Source: an optimization exercise on an open RTL-to-GDS flow (aim: small area and a short achievable clock period). Production flows keep margins and buffers that such runs may drop. In this exercise RTL edits were held to simulation tests only and were not proved equivalent to the original. Power figures rest on the tool's default switching activity, not on a simulated workload.

// CPU
module CPU (
    input clk,
    input RST,
    output [31:0] imem_addr,
    input  [31:0] imem_data,
    output [31:0] dmem_addr,
    output [31:0] dmem_wdata,
    output dmem_we,
    input  [31:0] dmem_rdata
    );
==> module AddSub, before the edit <==
module AddSub (input [31:0] an, input [31:0] bn, input sub, output [31:0] d);
    assign d = ~an + (~bn ^ {32{sub}}) + {31'd0, sub};
endmodule
==> module CPU, before the edit <==
module CPU (
    input clk,
    input RST,
    output [31:0] imem_addr,
    input  [31:0] imem_data,
    output [31:0] dmem_addr,
    output [31:0] dmem_wdata,
    output dmem_we,
    input  [31:0] dmem_rdata
    );
    wire [31:0] ins = imem_data;
    wire [5:0]  op  = ins[31:26];
    wire [4:0]  rs  = ins[25:21];
    wire [4:0]  rt  = ins[20:16];
    wire [4:0]  rd  = ins[15:11];
    wire [4:0]  sa  = ins[10:6];
    wire [5:0]  fn  = ins[5:0];
    wire [15:0] imm = ins[15:0];
    wire op_r    = (op == 6'h00);
    wire op_addi = (op == 6'h08);
    wire op_ori  = (op == 6'h0d);
    wire op_lw   = (op == 6'h23);
    wire op_sw   = (op == 6'h2b);
    wire op_beq  = (op == 6'h04);
    wire op_bne  = (op == 6'h05);
    wire op_bgtz = (op == 6'h07);
    wire op_j    = (op == 6'h02);
    wire op_halt = (op == 6'h3f);
    wire f_sub = op_r & (fn == 6'h23);
    wire f_and = op_r & (fn == 6'h24);
    wire f_or  = op_r & (fn == 6'h25);
    wire f_sll = op_r & (fn == 6'h00);
    wire f_slt = op_r & (fn == 6'h2a);
    wire no_wr = op_sw | op_beq | op_bne | op_bgtz | op_j | op_halt;
    wire wr_rt = op_lw | op_addi | op_ori;
    wire is_branch = op_beq | op_bne | op_bgtz;
    wire sel_add = ~(wr_rt | f_sub | f_and | f_or | f_sll | f_slt);
    reg [31:1] valid;
    wire [31:0] wdata;
    wire [4:0]  wa = wr_rt ? rt : rd;
    wire        we = ~no_wr;
    always @(posedge clk or negedge RST) begin
        if (!RST) valid <= 31'd0;
        else if (we && wa != 5'd0) valid[wa] <= 1'b1;
    end
    wire [32*31-1:0] regs;
    wire [31:1] s1, s2;
    genvar i;
    generate
        for (i = 1; i < 32; i = i + 1) begin : r
            reg [31:0] q;
            always @(posedge clk)
                if (we && wa == i) q <= wdata;
            assign regs[32*(i-1) +: 32] = q;
        end
    endgenerate
    RegDec u_dec1 (.r(rs), .valid(valid), .sel(s1));
    RegDec u_dec2 (.r(rt), .valid(valid), .sel(s2));
    wire [31:0] an, bn;
    ReadPortN u_rp1 (.regs(regs), .sel(s1), .dn(an));
    ReadPortN u_rp2 (.regs(regs), .sel(s2), .dn(bn));
    wire [31:0] a = ~an;
    wire [31:0] b = ~bn;
    wire [31:0] simm = {{16{imm[15]}}, imm};
    wire [31:0] asum;
    AddrAdd u_aadd (.an(an), .imm(imm), .s(asum));
    wire        sub  = f_sub | f_slt | is_branch;
    wire [31:0] d;
    AddSub u_addsub (.an(an), .bn(bn), .sub(sub), .d(d));
    wire        lt   = (a[31] ^ b[31]) ? a[31] : d[31];
    wire [31:0] ob   = op_ori ? {16'd0, imm} : b;
    wire [31:0] shl  = b << sa;
    wire        use_asum = op_addi | op_lw | op_sw;
    wire [31:0] alu =
        ({32{use_asum}}         & asum) |
        ({32{(sel_add & ~op_sw) | f_sub}} & d) |
        ({32{f_and}}            & (a & b)) |
        ({32{f_or | op_ori}}    & (a | ob)) |
        ({32{f_sll}}            & shl) |
        ({32{f_slt}}            & {31'd0, lt});
    assign wdata = op_lw ? dmem_rdata : alu;
    assign dmem_addr  = alu;
    assign dmem_wdata = b;
    assign dmem_we    = op_sw;
    reg [31:2] pc;
    assign imem_addr = {pc, 2'b00};
    wire [17:2] pc_lo = pc[17:2];
    wire [31:18] pc_hi = pc[31:18];
    wire [16:0] lo4  = {1'b0, pc_lo} + 17'd1;
    wire [16:0] lobr = {1'b0, pc_lo} + {1'b0, imm} + 17'd1;
    wire [31:18] hi_inc = pc_hi + 14'd1;
    wire [31:18] hi_dec = pc_hi - 14'd1;
    wire [31:2] pc4  = {lo4[16] ? hi_inc : pc_hi, lo4[15:0]};
    wire [31:18] hibr = lobr[16] ? (imm[15] ? pc_hi : hi_inc) : (imm[15] ? hi_dec : pc_hi);
    wire [31:2] pcbr = {hibr, lobr[15:0]};
    wire eq   = (a == b);
    wire taken = (op_beq & eq) | (op_bne & ~eq) | (op_bgtz & ~eq & ~d[31]);
    wire [31:2] npc = op_halt ? pc :
                      op_j    ? {pc[31:28], ins[25:0]} :
                      taken   ? pcbr : pc4;
    always @(posedge clk or negedge RST) begin
        if (!RST) pc <= 30'd0;
        else pc <= npc;
    end
endmodule
Settings: LEC_CHECK=0, CAP_MARGIN=10, CELL_PAD_IN_SITES_DETAIL_PLACEMENT=1, CORE_MARGIN=2, CORE_UTILIZATION=50, CTS_BUF_LIST=sky130_fd_sc_hd__clkbuf_16, CTS_CLUSTER_DIAMETER=70, CTS_CLUSTER_SIZE=26, PLACE_DENSITY=0.6, SETUP_SLACK_MARGIN=4.0, SLEW_MARGIN=10, SYNTH_HIERARCHICAL=1, SYNTH_MINIMUM_KEEP_SIZE=0, TNS_END_PERCENT=5; clock period 12.0 ns.
standard.sh (not shown) runs the stock make flow with config.mk's settings and CLKGATE_MAP_FILE= SYNTH_SCRIPT=/design/flow/synth_recipe.tcl, a recipe that flattens the netlist after the stock synthesis.
==> flow/flow/run.sh <==
#!/bin/bash
# The standard ORFS layout, except that the port buffers are plain buf_2 cells
# (the resizer would otherwise pick a larger delay buffer for every port).
# The make output of the whole flow goes to flow_make.log in the work folder;
# ORFS keeps each tool's own log under orfs/logs/.
set -euo pipefail
bash standard.sh "BUFFER_PORTS_ARGS=-inputs -outputs -buffer_cell sky130_fd_sc_hd__buf_2" finish > flow_make.log 2>&1
Change:
--- a/flow/design.v
+++ b/flow/design.v
@@ -1,6 +1,3 @@
 `timescale 1ns / 1ps
-module AddSub (input [31:0] an, input [31:0] bn, input sub, output [31:0] d);
-    assign d = ~an + (~bn ^ {32{sub}}) + {31'd0, sub};
-endmodule
 module RegDec (input [4:0] r, input [31:1] valid, output [31:1] sel);
     genvar i;
@@ -89,13 +86,12 @@
     AddrAdd u_aadd (.an(an), .imm(imm), .s(asum));
     wire        sub  = f_sub | f_slt | is_branch;
-    wire [31:0] d;
-    AddSub u_addsub (.an(an), .bn(bn), .sub(sub), .d(d));
+    wire [32:0] dsum = {1'b0, a} + {1'b0, b ^ {32{sub}}} + {32'd0, sub};
+    wire [31:0] d    = dsum[31:0];
     wire        lt   = (a[31] ^ b[31]) ? a[31] : d[31];
     wire [31:0] ob   = op_ori ? {16'd0, imm} : b;
     wire [31:0] shl  = b << sa;
-    wire        use_asum = op_addi | op_lw | op_sw;
     wire [31:0] alu =
-        ({32{use_asum}}         & asum) |
-        ({32{(sel_add & ~op_sw) | f_sub}} & d) |
+        ({32{op_addi}}          & asum) |
+        ({32{sel_add | f_sub}}  & d) |
         ({32{f_and}}            & (a & b)) |
         ({32{f_or | op_ori}}    & (a | ob)) |
@@ -103,5 +99,5 @@
         ({32{f_slt}}            & {31'd0, lt});
     assign wdata = op_lw ? dmem_rdata : alu;
-    assign dmem_addr  = alu;
+    assign dmem_addr  = asum;
     assign dmem_wdata = b;
     assign dmem_we    = op_sw;
Result: With this change the flow ran to the end with violations: max-capacitance violations, max-slew violations. Total power went down by 1.7%. Setup slack gets better by 1.2 ns. Design area went down by 1.8%. Fmax climbs by 14%. Non-clock buffer count falls by 80. Global-route usage is lower by 2.9 points. Cell count fell by 0.93%.

port drivers added, routing unchanged:
No port has a modelled driver above. Below, the same layouts with a new extraction and two added sets of constraints.
Step 1 sets driving cells, clkbuf_16 on the clock port and buf_2 on the other inputs (assumed; they add their load-dependent delay and slew).
Step 2 adds t to the input delays and takes it off the output delays; t is the mean of the earliest and latest rising clock arrival at the registers after step 1. Input paths then give back, and output paths get back, about the clock's delay inside the block.
a / b / c = ideal ports / drivers / drivers and shift; a / b = the first two.
| run | t (ns) | slack for setup (ns) | worst setup path at the end | slew at the worst register clock pin (ns) | worst slew at a driven data input, ns |
|---|---|---|---|---|---|
| the first run | 0.760 | 1.923 / 1.847 / 1.847 | input to output | 0.10 / 0.10 | 0.14 |
| the second run | 0.744 | 3.125 / 2.969 / 2.515 | input to register | 0.11 / 0.11 | 0.17 |
The setup slack of the second run, which loses most, moves by -0.156 ns with the drivers and by -0.610 ns with both steps.
